This is an optimization exercise on Yosys and OpenROAD, whose aim is small area, not a production implementation.
The RTL was checked by simulation tests, not by an equivalence proof against the original design.
Power is estimated from default activity; no workload was simulated.

===== flow/config.mk =====
export PLATFORM = sky130hd
export DESIGN_NAME = Little_star_music_main
export DESIGN_NICKNAME = Little_star_music_main
export VERILOG_FILES = /design/flow/design.v
export SDC_FILE = /design/flow/constraint.sdc
export NUM_CORES = 4
export LEC_CHECK = 0
export CAP_MARGIN = 20
export CORE_MARGIN = 2
export CORE_UTILIZATION = 40
export SLEW_MARGIN = 20

===== flow/constraint.sdc =====
create_clock -name core_clock -period 10.0 [get_ports {clk}]
set_input_delay 2.0000 -clock core_clock [delete_from_list [all_inputs] [get_ports {clk}]]
set_output_delay 2.0000 -clock core_clock [all_outputs]
set_load 0.01 [all_outputs]

===== flow/design.v =====
module Little_star_music_main(
    input clk ,
    input rst ,
    output reg music_play
    );
    reg [3:0] ph ;
    always @(posedge clk) begin
        if (rst) ph <= 4'd0 ;
        else ph <= {ph[3] ^ (ph[2] & ph[1] & ph[0]), ph[2] ^ (ph[1] & ph[0]), ph[1] ^ ph[0], ~ph[0]} ;
    end
    reg rst_q ;
    always @(posedge clk) rst_q <= rst ;
    wire rr = rst | rst_q ;
    reg [17:0] y_C4 ;
    reg p_C4 ;
    wire [17:0] x_C4 = y_C4 ^ 18'h24ccc ;
    wire [17:0] sh_C4 = {~y_C4[16], y_C4[15], ~y_C4[14], ~y_C4[13], y_C4[12], ~y_C4[11], y_C4[10], ~y_C4[9], y_C4[8], ~y_C4[7], y_C4[6], ~y_C4[5], y_C4[4], ~y_C4[3], y_C4[2], ~y_C4[1], y_C4[0], x_C4[17] ^ x_C4[10]} ;
    wire end_C4 = ((x_C4 ^ 18'h155dd) & 18'h3dbff) == 18'h0 ;
    wire rt_C4 = rr | end_C4 ;
    always @(posedge clk) begin
        p_C4 <= ~rst & (p_C4 ^ (rt_C4)) ;
        if (rt_C4) y_C4 <= (sh_C4 & 18'h12aaa) | ((p_C4 ? 18'h27333 : 18'h23333) & 18'h2d555) ;
        else y_C4 <= sh_C4 ;
    end
    reg [16:0] y_D4 ;
    reg p_D4 ;
    wire [16:0] x_D4 = y_D4 ^ 17'h6664 ;
    wire [16:0] sh_D4 = {y_D4[15], ~y_D4[14], y_D4[13], ~y_D4[12], y_D4[11], ~y_D4[10], y_D4[9], ~y_D4[8], y_D4[7], ~y_D4[6], y_D4[5], ~y_D4[4], y_D4[3], ~y_D4[2], ~y_D4[1], y_D4[0], x_D4[16] ^ x_D4[2]} ;
    wire end_D4 = ((x_D4 ^ 17'h801c) & 17'h1df7b) == 17'h0 ;
    wire rt_D4 = rr | end_D4 ;
    always @(posedge clk) begin
        p_D4 <= ~rst & (p_D4 ^ (rr | (end_D4 & (ph[0:0] == 1'd0)))) ;
        if (rt_D4) y_D4 <= (sh_D4 & 17'h15552) | (17'h1e67c & 17'haaad) ;
        else y_D4 <= sh_D4 ;
    end
    reg [16:0] y_E4 ;
    reg p_E4 ;
    wire [16:0] x_E4 = y_E4 ^ 17'h666c ;
    wire [16:0] sh_E4 = {y_E4[15], ~y_E4[14], y_E4[13], ~y_E4[12], y_E4[11], ~y_E4[10], y_E4[9], ~y_E4[8], y_E4[7], ~y_E4[6], y_E4[5], ~y_E4[4], ~y_E4[3], y_E4[2], ~y_E4[1], y_E4[0], x_E4[16] ^ x_E4[5]} ;
    wire end_E4 = ((x_E4 ^ 17'hf547) & 17'h1bbfd) == 17'h0 ;
    wire rt_E4 = rr | end_E4 ;
    always @(posedge clk) begin
        p_E4 <= ~rst & (p_E4 ^ (rr | (end_E4 & (ph[0:0] == 1'd0)))) ;
        if (rt_E4) y_E4 <= (sh_E4 & 17'h1554a) | (17'h18673 & 17'haab5) ;
        else y_E4 <= sh_E4 ;
    end
    reg [17:0] y_F4 ;
    reg p_F4 ;
    wire [17:0] x_F4 = y_F4 ^ 18'hcc92 ;
    wire [17:0] sh_F4 = {y_F4[16], ~y_F4[15], y_F4[14], ~y_F4[13], y_F4[12], ~y_F4[11], y_F4[10], ~y_F4[9], y_F4[8], ~y_F4[7], ~y_F4[6], y_F4[5], ~y_F4[4], ~y_F4[3], y_F4[2], ~y_F4[1], ~y_F4[0], x_F4[17] ^ x_F4[6]} ;
    wire end_F4 = ((x_F4 ^ 18'h22ac) & 18'h3febe) == 18'h0 ;
    wire rt_F4 = rr | end_F4 ;
    always @(posedge clk) begin
        p_F4 <= ~rst & (p_F4 ^ (rt_F4)) ;
        if (rt_F4) y_F4 <= (sh_F4 & 18'h2aa48) | ((p_F4 ? 18'hcced : 18'hcc6d) & 18'h155b7) ;
        else y_F4 <= sh_F4 ;
    end
    reg [16:0] y_G4 ;
    reg p_G4 ;
    wire [16:0] x_G4 = y_G4 ^ 17'h6664 ;
    wire [16:0] sh_G4 = {y_G4[15], ~y_G4[14], y_G4[13], ~y_G4[12], y_G4[11], ~y_G4[10], y_G4[9], ~y_G4[8], y_G4[7], ~y_G4[6], y_G4[5], ~y_G4[4], y_G4[3], ~y_G4[2], ~y_G4[1], y_G4[0], x_G4[16] ^ x_G4[2]} ;
    wire end_G4 = ((x_G4 ^ 17'h187b7) & 17'h1dfef) == 17'h0 ;
    wire rt_G4 = rr | end_G4 ;
    always @(posedge clk) begin
        p_G4 <= ~rst & (p_G4 ^ (rt_G4)) ;
        if (rt_G4) y_G4 <= (sh_G4 & 17'h15552) | (17'h1e187 & 17'haaad) ;
        else y_G4 <= sh_G4 ;
    end
    reg [14:0] y_A4 ;
    reg p_A4 ;
    wire [14:0] x_A4 = y_A4 ^ 15'h4ccc ;
    wire [14:0] sh_A4 = {~y_A4[13], y_A4[12], ~y_A4[11], y_A4[10], ~y_A4[9], y_A4[8], ~y_A4[7], y_A4[6], ~y_A4[5], y_A4[4], ~y_A4[3], y_A4[2], ~y_A4[1], y_A4[0], x_A4[14] ^ x_A4[0]} ;
    wire end_A4 = ((x_A4 ^ 15'h6848) & 15'h77ef) == 15'h0 ;
    wire rt_A4 = rr | end_A4 ;
    always @(posedge clk) begin
        p_A4 <= ~rst & (p_A4 ^ (rr | (end_A4 & (ph[1:0] == 2'd0)))) ;
        if (rt_A4) y_A4 <= (sh_A4 & 15'h2aaa) | (15'hc0c & 15'h5555) ;
        else y_A4 <= sh_A4 ;
    end
    reg [13:0] y_s ;
    wire [13:0] x_s = y_s ^ 14'h2aaa ;
    wire end_s = ((x_s ^ 14'hbe4) & 14'h3dff) == 14'h0 ;
    wire ph1 = (ph == 4'd1) ;
    wire term_s = end_s & ph1 ;
    always @(posedge clk) begin
        if (rst) y_s <= 14'hf58 ;
        else if (end_s) y_s <= 14'h2f18 ;
        else y_s <= {~y_s[12:0], x_s[13] ^ x_s[12] ^ x_s[11] ^ x_s[1]} ;
    end
    reg [1:0] u ;
    reg [1:0] r ;
    reg [1:0] ty ;
    reg e ;
    wire r3 = (r == 2'd1) ;
    wire last = r3 ? u[0] : (u[1] & u[0]) ;
    always @(posedge clk) begin
        if (rst) begin
            u <= 2'b01 ; r <= 2'd1 ; ty <= 2'd1 ; e <= 1'b1 ;
        end
        else if (term_s) begin
            u <= (r3 & u[0]) ? 2'b00 : {u[1] ^ u[0], ~u[0]} ;
            if (last) begin
                case (r)
                    2'd0 : r <= 2'd1 ; 2'd1 : r <= 2'd3 ; 2'd2 : r <= 2'd0 ; 2'd3 : r <= 2'd2 ;
                endcase
                if (r3) begin
                    case ({ty, e})
                        {2'd0, 1'b0} : ty <= 2'd1 ;
                        {2'd0, 1'b1} : ty <= 2'd1 ;
                        {2'd1, 1'b0} : ty <= 2'd2 ;
                        {2'd1, 1'b1} : begin ty <= 2'd0 ; e <= 1'b0 ; end
                        {2'd2, 1'b0} : e <= 1'b1 ;
                        {2'd2, 1'b1} : ty <= 2'd0 ;
                        default : begin ty <= 2'd0 ; e <= 1'b0 ; end
                    endcase
                end
            end
        end
    end
    reg tone ;
    always @(*) begin
        case ({ty, r})
            4'd3 : tone = p_C4 ;
            4'd2 : tone = p_G4 ;
            4'd0 : tone = p_A4 ;
            4'd1 : tone = p_G4 ;
            4'd7 : tone = p_F4 ;
            4'd6 : tone = p_E4 ;
            4'd4 : tone = p_D4 ;
            4'd5 : tone = p_C4 ;
            4'd11 : tone = p_G4 ;
            4'd10 : tone = p_F4 ;
            4'd8 : tone = p_E4 ;
            4'd9 : tone = p_D4 ;
            default : tone = 1'b0 ;
        endcase
    end
    wire snd = ~u[0] & tone ;
    always @(posedge clk) begin
        if (rst) music_play <= 1'b0 ;
        else if (ph1) music_play <= snd ;
    end
endmodule

===== flow/flow/run.sh =====
#!/bin/bash
# Own layout flow: the standard flow (standard.sh) with ORFS's clock tree
# synthesis told to add no dummy loads, to use clkbuf_4 for the tree and a
# clkbuf_8 at the root. The make output goes to standard.log here; each
# tool's full output stays in ORFS's own logs under orfs/logs.
set -euo pipefail
export CTS_ARGS="-sink_clustering_enable -repair_clock_nets -dont_use_dummy_load -root_buf sky130_fd_sc_hd__clkbuf_8 -buf_list {sky130_fd_sc_hd__clkbuf_4}"
bash standard.sh > standard.log 2>&1

===== flow/standard.sh =====
#!/bin/bash
# synth_recipe.tcl (not shown) runs the flow's synth.tcl, then flattens the netlist and writes it again
# the make line also repeats each setting of config.mk as NAME=value (left out here)
make -C /OpenROAD-flow-scripts/flow DESIGN_CONFIG=/design/flow/config.mk WORK_HOME=/design/flow/orfs CLKGATE_MAP_FILE= SYNTH_SCRIPT=/design/flow/synth_recipe.tcl "${@:-finish}"

==> impl_metrics.env, run 1 <==
export IMPL_outcome="finished clean"
export IMPL_min_path_cells=0
export IMPL_tns_ps=0
export IMPL_regArea_mm2=0.00270
export IMPL_drv_slew=0
export IMPL_ctsResizeCount=0
export IMPL_core_mm2=0.00968
export IMPL_cts_buffers=17
export IMPL_cts_root_buffer="clkbuf_8"
export IMPL_clk_latency_ps=400
export IMPL_grt_usage_pct=12.3
export IMPL_die_height_um=104
export IMPL_ys_ff_latch=135
export IMPL_port_buffers=2
export IMPL_synth_edf_count=0
export IMPL_max_slew_margin_rel_pct=48.4
export IMPL_clockBufferDepth=2
export IMPL_cp_max_fo=33
export IMPL_postPlaceCellArea_mm2=0.00413
export IMPL_synthDistinctLibCells=45
export IMPL_num_rows=36
export IMPL_htree_levels=4
export IMPL_via_count=2294
export IMPL_synth_top_family_by_area="simple AND/OR/NAND/NOR gates"
export IMPL_fill_cells=935
export IMPL_final_core_util_pct=44.0
export IMPL_via_per_inst=4.64
export IMPL_grt_overflow=0
export IMPL_cts_tree="yes"
export IMPL_min_path_type="reg2reg"
export IMPL_final_cell_mix="135 x dfxtp_1, 43 x nor2_1, 41 x nand2_1"
export IMPL_antenna_found_initial=0
export IMPL_hold_buffers=0
export IMPL_cts_sinks=135
export IMPL_synth_top_cell_area_share_pct=68.1
export IMPL_hold_viol=0
export IMPL_firstDrtPassIters=4
export IMPL_multi_input_area_mm2=0.00121
export IMPL_muxShareOfSynthArea_pct=0.819
export IMPL_wirelength_mm=5.95
export IMPL_syn_area_mm2=0.00397
export IMPL_drc=0
export IMPL_syn_nets=357
export IMPL_rsz0062_at_grt="no"
export IMPL_peakVddDrop_mv=0.0876
export IMPL_dieArea_mm2=0.0107
export IMPL_syn_to_final_growth_pct=7.28
export IMPL_drive_above_1_share_pct=7.48
export IMPL_synth_simple_area_share_pct=20.4
export IMPL_p_per_area_mw_per_mm2=197
export IMPL_synthCells=351
export IMPL_routabilityCongestion=0.737
export IMPL_skew_ps=41.2
export IMPL_nets=369
export IMPL_clk_pin_slew_ps=110
export IMPL_drtIter0Drc=79
export IMPL_fin_area_mm2=0.00426
export IMPL_required_ps=10250
export IMPL_n_antenna_cell=0
export IMPL_worst_pin_slew_ps=772
export IMPL_cp_arrival_ps=4030
export IMPL_cts_setup_buffers=0
export IMPL_crit_type="in2reg"
export IMPL_synth_top_cell_by_area="dfxtp_1"
export IMPL_io_pins=3
export IMPL_dieWidth_um=104
export IMPL_grt_first_pass_wirelength_mm=10.5
export IMPL_synth_xor_area_share_pct=3.31
export IMPL_drv_cap=0
export IMPL_ant_nets=0
export IMPL_wl_per_cell_um=12.0
export IMPL_reg2reg_depth=5
export IMPL_end_kind="flop"
export IMPL_seq_area_frac_synth_pct=68.1
export IMPL_finalCritPeriodShare_pct=37.8
export IMPL_ys_flop_type="dfxtp_1"
export IMPL_synth_adder_area_share_pct=1.26
export IMPL_grt_pass1_vias=2278
export IMPL_synth_avg_cell_area_um2=11.3
export IMPL_worstSetupStartpointType="primary input"
export IMPL_async_flop_share_pct=0
export IMPL_period_needed_ps=3780
export IMPL_p_leak_nw=1.62
export IMPL_max_freq_ghz=0.265
export IMPL_dp_hpwl_mm=3.94
export IMPL_synth_top_cells_by_area="dfxtp_1 68%, nor2_1 4.1%, nand2_1 3.9%"
export IMPL_layout_commonest_cell="dfxtp_1"
export IMPL_start_util_pct=41.0
export IMPL_grt_max_degree=34
export IMPL_synth_compound_area_share_pct=4.76
export IMPL_yosysWarnings=1
export IMPL_setup_viol=0
==> cell type report <==
type / count / share of cell area (%)
timing repair buffer: 3 / 0.646
inverter: 5 / 0.441
sequential: 135 / 63.4
clock buffer: 17 / 3.14
tap: 133 / 3.91
multi-input combinational: 201 / 28.4
==> sequential cells by signal (all words and copies together), names as in the netlist, 2 cells and up <==
| register | cells |
|---|---|
| ph | 4 |
| r | 2 |
| ty | 2 |
| u | 2 |
| y_A4 | 15 |
| y_C4 | 18 |
| y_D4 | 17 |
| y_E4 | 17 |
| y_F4 | 18 |
| y_G4 | 17 |
| y_s | 14 |
==> synthesized netlist by cell type, types with 3 or more instances <==
cell / count
nor4_1: 3
nor4bb_1: 5
nand2b_1: 5
xor2_1: 5
inv_1: 5
xnor2_1: 10
nor3_1: 4
nand4b_1: 5
nor3b_1: 6
nand2_1: 41
nand4_1: 5
dfxtp_1: 135
o21ai_0: 8
nor2b_1: 6
and2_1: 3
a31oi_1: 3
clkbuf_1: 8
nor2_1: 43
ha_1: 4
a21oi_1: 9
nor4b_1: 4
==> worst paths after layout <==
path                             from           endpoint  slack [ps]
setup / recovery                  rst       p_A4$_DFF_P_        6220
hold / removal    y_E4[11]$_SDFF_PP0_   y_E4[12]$_DFF_P_         310
hold reg to reg   y_E4[11]$_SDFF_PP0_   y_E4[12]$_DFF_P_         310
setup reg to reg    y_s[5]$_SDFF_PP0_  r[0]$_SDFFE_PP1P_        7800
==> stage by stage <==
step	std cells	setup slack, ps	power (W)	hold WS (ps)
2_1_floorplan	351	6840	0.000606	310
3_3_place_gp	477	5920	0.000615	310
3_5_place_dp	477	5850	0.000616	315
4_1_cts	494	6240	0.000850	308
5_1_grt	494	6050	0.000877	313
6_report	494	6220	0.000839	306
==> power breakdown <==
part	internal (W)	total (W)	switching, W
logic	0.0000159	0.0000338	0.0000179
clock network	0.0000834	0.000236	0.000152
registers	0.000557	0.000569	0.0000122
==> critical path, stage by stage <==
cell             delay (ps)
clkdlybuf4s50_1         400
buf_4                   240
nor2_1                  640
nand2_1                 240
o21ai_0                 150
mux2_2                  350
==> layer usage <==
metal | up-vias | track usage, % | routed length (um)
li1 | 1201 | - | -
met1 | 1063 | 16.1 | 3200
met5 | - | 0 | 0
met2 | 22 | 17.6 | 2460
met3 | 8 | 4.34 | 196
met4 | 0 | 6.95 | 93
==> kinds of logic after synthesis <==
group,Yosys count
buf+inv,15
flops,135
fa+ha+maj,4
simple gates,149
mux,3
xor+xnor,15
compound gates,30
==> run 2: changes to the inputs <==
--- a/flow/design.v
+++ b/flow/design.v
@@ -21,28 +21,6 @@
         p_C4 <= ~rst & (p_C4 ^ (rt_C4)) ;
         if (rt_C4) y_C4 <= (sh_C4 & 18'h12aaa) | ((p_C4 ? 18'h27333 : 18'h23333) & 18'h2d555) ;
         else y_C4 <= sh_C4 ;
-    end
-    reg [16:0] y_D4 ;
-    reg p_D4 ;
-    wire [16:0] x_D4 = y_D4 ^ 17'h6664 ;
-    wire [16:0] sh_D4 = {y_D4[15], ~y_D4[14], y_D4[13], ~y_D4[12], y_D4[11], ~y_D4[10], y_D4[9], ~y_D4[8], y_D4[7], ~y_D4[6], y_D4[5], ~y_D4[4], y_D4[3], ~y_D4[2], ~y_D4[1], y_D4[0], x_D4[16] ^ x_D4[2]} ;
-    wire end_D4 = ((x_D4 ^ 17'h801c) & 17'h1df7b) == 17'h0 ;
-    wire rt_D4 = rr | end_D4 ;
-    always @(posedge clk) begin
-        p_D4 <= ~rst & (p_D4 ^ (rr | (end_D4 & (ph[0:0] == 1'd0)))) ;
-        if (rt_D4) y_D4 <= (sh_D4 & 17'h15552) | (17'h1e67c & 17'haaad) ;
-        else y_D4 <= sh_D4 ;
-    end
-    reg [16:0] y_E4 ;
-    reg p_E4 ;
-    wire [16:0] x_E4 = y_E4 ^ 17'h666c ;
-    wire [16:0] sh_E4 = {y_E4[15], ~y_E4[14], y_E4[13], ~y_E4[12], y_E4[11], ~y_E4[10], y_E4[9], ~y_E4[8], y_E4[7], ~y_E4[6], y_E4[5], ~y_E4[4], ~y_E4[3], y_E4[2], ~y_E4[1], y_E4[0], x_E4[16] ^ x_E4[5]} ;
-    wire end_E4 = ((x_E4 ^ 17'hf547) & 17'h1bbfd) == 17'h0 ;
-    wire rt_E4 = rr | end_E4 ;
-    always @(posedge clk) begin
-        p_E4 <= ~rst & (p_E4 ^ (rr | (end_E4 & (ph[0:0] == 1'd0)))) ;
-        if (rt_E4) y_E4 <= (sh_E4 & 17'h1554a) | (17'h18673 & 17'haab5) ;
-        else y_E4 <= sh_E4 ;
     end
     reg [17:0] y_F4 ;
     reg p_F4 ;
@@ -76,6 +54,41 @@
         p_A4 <= ~rst & (p_A4 ^ (rr | (end_A4 & (ph[1:0] == 2'd0)))) ;
         if (rt_A4) y_A4 <= (sh_A4 & 15'h2aaa) | (15'hc0c & 15'h5555) ;
         else y_A4 <= sh_A4 ;
+    end
+    reg [4:0] y_Q27 ;
+    wire [4:0] x_Q27 = y_Q27 ^ 5'hc ;
+    wire [4:0] sh_Q27 = {~y_Q27[3], y_Q27[2], ~y_Q27[1], y_Q27[0], x_Q27[4] ^ x_Q27[2]} ;
+    wire end_Q27 = ((x_Q27 ^ 5'h1a) & 5'hf) == 5'h0 ;
+    always @(posedge clk) begin
+        if (rr | end_Q27) y_Q27 <= (sh_Q27 & 5'ha) | (5'h1c & 5'h15) ;
+        else y_Q27 <= sh_Q27 ;
+    end
+    reg [1:0] q3 ;
+    always @(posedge clk) begin
+        if (rr) q3 <= 2'd0 ;
+        else if (end_Q27) q3 <= {q3[0], ~(q3[1] | q3[0])} ;
+    end
+    reg [10:0] y_D4s ;
+    wire [10:0] x_D4s = y_D4s ^ 11'h66c ;
+    wire [10:0] sh_D4s = {y_D4s[9], ~y_D4s[8], y_D4s[7], ~y_D4s[6], y_D4s[5], ~y_D4s[4], ~y_D4s[3], y_D4s[2], ~y_D4s[1], y_D4s[0], x_D4s[10] ^ x_D4s[8]} ;
+    wire end_D4s = ((x_D4s ^ 11'h4d0) & 11'h6f3) == 11'h0 ;
+    always @(posedge clk) begin
+        if (rr | end_D4s) y_D4s <= (sh_D4s & 11'h54a) | (11'h7fc & 11'h2b5) ;
+        else y_D4s <= sh_D4s ;
+    end
+    reg [11:0] y_E4s ;
+    wire [11:0] x_E4s = y_E4s ^ 12'hccc ;
+    wire [11:0] sh_E4s = {y_E4s[10], ~y_E4s[9], y_E4s[8], ~y_E4s[7], y_E4s[6], ~y_E4s[5], y_E4s[4], ~y_E4s[3], y_E4s[2], ~y_E4s[1], y_E4s[0], x_E4s[11] ^ x_E4s[10]} ;
+    wire end_E4s = ((x_E4s ^ 12'ha37) & 12'h7fe) == 12'h0 ;
+    always @(posedge clk) begin
+        if (rr | end_E4s) y_E4s <= (sh_E4s & 12'haaa) | (12'hcf3 & 12'h555) ;
+        else y_E4s <= sh_E4s ;
+    end
+    reg p_D4 ;
+    reg p_E4 ;
+    always @(posedge clk) begin
+        p_D4 <= ~rst & (p_D4 ^ (rr | (end_D4s & end_Q27 & q3[1] & ~ph[0]))) ;
+        p_E4 <= ~rst & (p_E4 ^ (rr | (end_E4s & end_Q27 & ~ph[0]))) ;
     end
     reg [13:0] y_s ;
     wire [13:0] x_s = y_s ^ 14'h2aaa ;
==> flow/flow/run.sh (replaced) <==
#!/bin/bash
# Own layout flow: the standard flow (standard.sh) with two changes.
# 1. Synthesis runs flow/synth.tcl: the standard flow's synthesis script, but ABC maps the
#    logic with the area-oriented script flow/area.abc.
# 2. Clock tree synthesis adds no dummy loads and uses clkbuf_4 buffers with a
#    clkbuf_8 at the root.
# The make output goes to standard.log here; each tool's full output stays in
# ORFS's own logs under orfs/logs.
set -euo pipefail
export AREA_ABC_SCRIPT="$PWD/flow/area.abc"
export CTS_ARGS="-sink_clustering_enable -repair_clock_nets -dont_use_dummy_load -root_buf sky130_fd_sc_hd__clkbuf_8 -buf_list {sky130_fd_sc_hd__clkbuf_4}"
bash standard.sh finish SYNTH_SCRIPT="$PWD/flow/synth.tcl" > standard.log 2>&1
==> flow/flow/area.abc (new file) <==
strash
&get -n
&st
&dch
&nf -R 1000 -p -F 10 -A 10 -C 32
&put
==> flow/flow/synth.tcl (new file) <==
# The standard flow's synthesis script (synth_recipe.tcl) with one change: Yosys's abc
# command gets the area-oriented ABC script flow/area.abc in place of ORFS's
# delay-oriented one. Registers are mapped before ABC runs, so they are the
# same as in the standard synthesis.
proc synth {args} { yosys synth -nofsm -noshare {*}$args }
proc abc {args} {
  set i [lsearch -exact $args -script]
  if {$i >= 0} { lset args [expr {$i + 1}] $::env(AREA_ABC_SCRIPT) }
  yosys abc {*}$args
}
source $::env(SCRIPTS_DIR)/synth.tcl
# left out here: clear keep_hierarchy, flatten, clean up, hide names made inside functions, write 1_2_yosys.v
==> impl_metrics.env, run 2 <==
export IMPL_num_rows=35
export IMPL_die_height_um=101
export IMPL_synthDistinctLibCells=33
export IMPL_cp_arrival_ps=3960
export IMPL_syn_area_mm2=0.00375
export IMPL_grt_usage_pct=12.1
export IMPL_cts_sinks=131
export IMPL_io_pins=3
export IMPL_cts_buffers=17
export IMPL_final_cells=466
export IMPL_clockBufferDepth=2
export IMPL_min_path_cells=0
export IMPL_nets=363
export IMPL_ys_ff_latch=131
export IMPL_reg_top3="y_C4 x18, y_F4 x18, y_G4 x17"
export IMPL_cts_setup_buffers=0
export IMPL_routabilityCongestion=0.732
export IMPL_clk_latency_ps=390
export IMPL_seq_area_frac_synth_pct=70.0
export IMPL_synth_top_cells_by_area="dfxtp_1 70%, nor2_1 5.1%, nand2_1 3.9%"
export IMPL_core_mm2=0.00915
export IMPL_min_delay_start="y_A4[4]$_SDFF_PP0_"
export IMPL_ys_flop_type="dfxtp_1"
export IMPL_drtIter0Drc=76
export IMPL_rr_endpoint="r[1]$_SDFFE_PP0P_"
export IMPL_grt_pass1_vias=2138
export IMPL_dp_hpwl_mm=3.63
export IMPL_port_buffers=2
export IMPL_synth_common_cells="131 x dfxtp_1, 51 x nor2_1, 39 x nand2_1, 12 x nand3_1, 9 x nor3_1"
export IMPL_via_count=2235
export IMPL_syn_nets=340
export IMPL_dieWidth_um=101
export IMPL_max_freq_ghz=0.273
export IMPL_worstSetupStartpointType="primary input"
export IMPL_min_path_type="reg2reg"
export IMPL_wl_per_cell_um=11.5
export IMPL_yosysMostFrequentCell="dfxtp_1"
export IMPL_cp_max_fo=26
export IMPL_required_ps=10300
export IMPL_peakVddDrop_mv=0.105
export IMPL_clk_pin_slew_ps=90
export IMPL_start_util_pct=41.0
export IMPL_firstDrtPassIters=4
export IMPL_placedCellCount=449
export IMPL_setup_viol=0
export IMPL_dieArea_mm2=0.0102
export IMPL_crit_type="in2reg"
export IMPL_ant_nets=0
export IMPL_rsz0062_at_grt="no"
export IMPL_finalCritPeriodShare_pct=36.6
export IMPL_cts_tree="yes"
export IMPL_synth_avg_cell_area_um2=11.2
export IMPL_cts_root_buffer="clkbuf_8"
export IMPL_hold_buffers=0
export IMPL_final_cell_mix="131 x dfxtp_1, 51 x nor2_1, 39 x nand2_1"
export IMPL_worst_pin_slew_ps=823
export IMPL_end_kind="flop"
export IMPL_synth_edf_count=0
export IMPL_grt_max_degree=27
export IMPL_ctsResizeCount=0
export IMPL_p_per_area_mw_per_mm2=199
export IMPL_grt_overflow=0
export IMPL_reg2reg_depth=8
export IMPL_via_per_inst=4.80
export IMPL_synth_top_cell_area_share_pct=70.0
export IMPL_outcome="finished clean"
export IMPL_async_flop_share_pct=0
export IMPL_drv_cap=0
export IMPL_hold_viol=0
export IMPL_ff2ff_setup_slack_ps=7100
export IMPL_skew_ps=30.1
export IMPL_final_core_util_pct=44.3
export IMPL_yosysWarnings=1
export IMPL_synth_top_cell_by_area="dfxtp_1"
export IMPL_n_antenna_cell=0
export IMPL_drc=0
export IMPL_antenna_found_initial=0
export IMPL_htree_levels=4
export IMPL_finalPower_w=0.000808
export IMPL_layout_commonest_cell="dfxtp_1"
export IMPL_period_needed_ps=3660
export IMPL_p_leak_nw=1.57
export IMPL_drive_above_1_share_pct=5.35
export IMPL_syn_to_final_growth_pct=8.21
export IMPL_reg2reg_from="y_s[5]$_SDFF_PP0_"
export IMPL_hold_end="y_A4[5]$_DFF_P_"
export IMPL_grt_first_pass_wirelength_mm=9.39
export IMPL_synthCells=334
export IMPL_tns_ps=0
export IMPL_wirelength_mm=5.35
export IMPL_drv_slew=0
export IMPL_max_slew_margin_rel_pct=44.9
[run 2: changes by cell type in the layout (fill, tap and decap cells not counted), sizes merged, moves of 4 or more]
cell    delta
clkinv     +4
dfxtp      -4
inv        -5
nand3      +9
nor2       +8
nor2b      -4
nor3       +5
nor4bb     -5
[run 2: worst max-delay path, cell delays in order]
cell             delay, ps
clkdlybuf4s50_1        390
buf_4                  220
nor2_1                 650
nand2_1                330
nand2_1                160
nor3b_1                190
[run 2: cell families after synthesis]
| kind of cell | after synthesis | synth area share, % |
|---|---|---|
| AND/OR/NAND/NOR | 148 | 19.3 |
| flip-flops | 131 | 70.0 |
| AO/OA/AOI/OAI | 29 | 4.77 |
| XOR/XNOR | 16 | 3.74 |
| buffers and inverters | 4 | 0.400 |
| adder cells (fa/ha/maj) | 4 | 1.34 |
| multiplexers | 2 | 0.534 |
[run 2: metal layers]
metal	up-vias	share of wire (%)	global-route usage [%]
met2	20	44	17.6
met5	-	0	0
met4	0	1.2	6.32
li1	1174	-	-
met3	8	3.6	5.41
met1	1033	51	15.2
[run 2: report_power, final]
part	switching, W	total, W	internal [W]	leakage (nW)
Sequential	0.0000122	0.000554	0.000542	1.07
Combinational	0.0000151	0.0000283	0.0000132	0.414
Clock	0.000142	0.000226	0.0000834	0.0808
Total	0.000170	0.000808	0.000638	1.57
[run 2: stage by stage]
| stage | hold WS [ps] | cell area [um^2] | setup WS, ps |
|---|---|---|---|
| floorplan | 310 | 3750 | 6730 |
| global placement | 311 | 3920 | 6100 |
| detailed placement | 315 | 3920 | 5940 |
| CTS | 327 | 4060 | 6360 |
| global route | 330 | 4060 | 6130 |
| finish | 324 | 4060 | 6340 |
[run 2: final cells by class]
cell class | instances | area (um^2)
Multi-Input combinational cell | 199 | 1110
Fill cell | 860 | 5100
Tap cell | 111 | 139
Inverter | 4 | 15.0
Clock buffer | 17 | 134
Timing Repair Buffer | 4 | 35.0
Sequential cell | 131 | 2620
[run 2: worst max-delay path by stage]
| stage | from | endpoint | slack (ps) | cells past startpoint |
|---|---|---|---|---|
| after floorplan | rst | p_A4$_DFF_P_ | 6730 | 5 |
| after global placement | rst | p_C4$_DFF_P_ | 6100 | 6 |
| after detailed placement | rst | p_C4$_DFF_P_ | 5940 | 6 |
| after CTS | rst | p_C4$_DFF_P_ | 6360 | 6 |
| after global routing | rst | p_C4$_DFF_P_ | 6130 | 6 |
| final | rst | p_C4$_DFF_P_ | 6340 | 6 |

-- what the ideal ports hide --
No port has a modelled driver above. Below, the same layouts with a new extraction and two added sets of constraints.
Step 1, drivers: a clkbuf_16 drives clk and a buf_2 each remaining input, both assumed.
Step 2 also shifts input and output timing later by t, the mid clock arrival at the registers, as if the neighbouring blocks saw the same clock.
Three values: no drivers, after step 1, after step 2; two values: the first two.
run	shift t [ns]	setup slack, ns	hold slack, ns	slew at the worst register clock pin (ns)
run 1	0.413	6.221 / 6.229 / 5.815	0.306 / 0.306 / 0.306	0.11 / 0.11
run 2	0.407	6.339 / 6.348 / 5.940	0.324 / 0.324 / 0.324	0.11 / 0.11
After both steps every run listed still meets setup and hold. The setup slack of run 1, which loses most, moves by +0.008 ns with the drivers and by -0.406 ns with both steps.
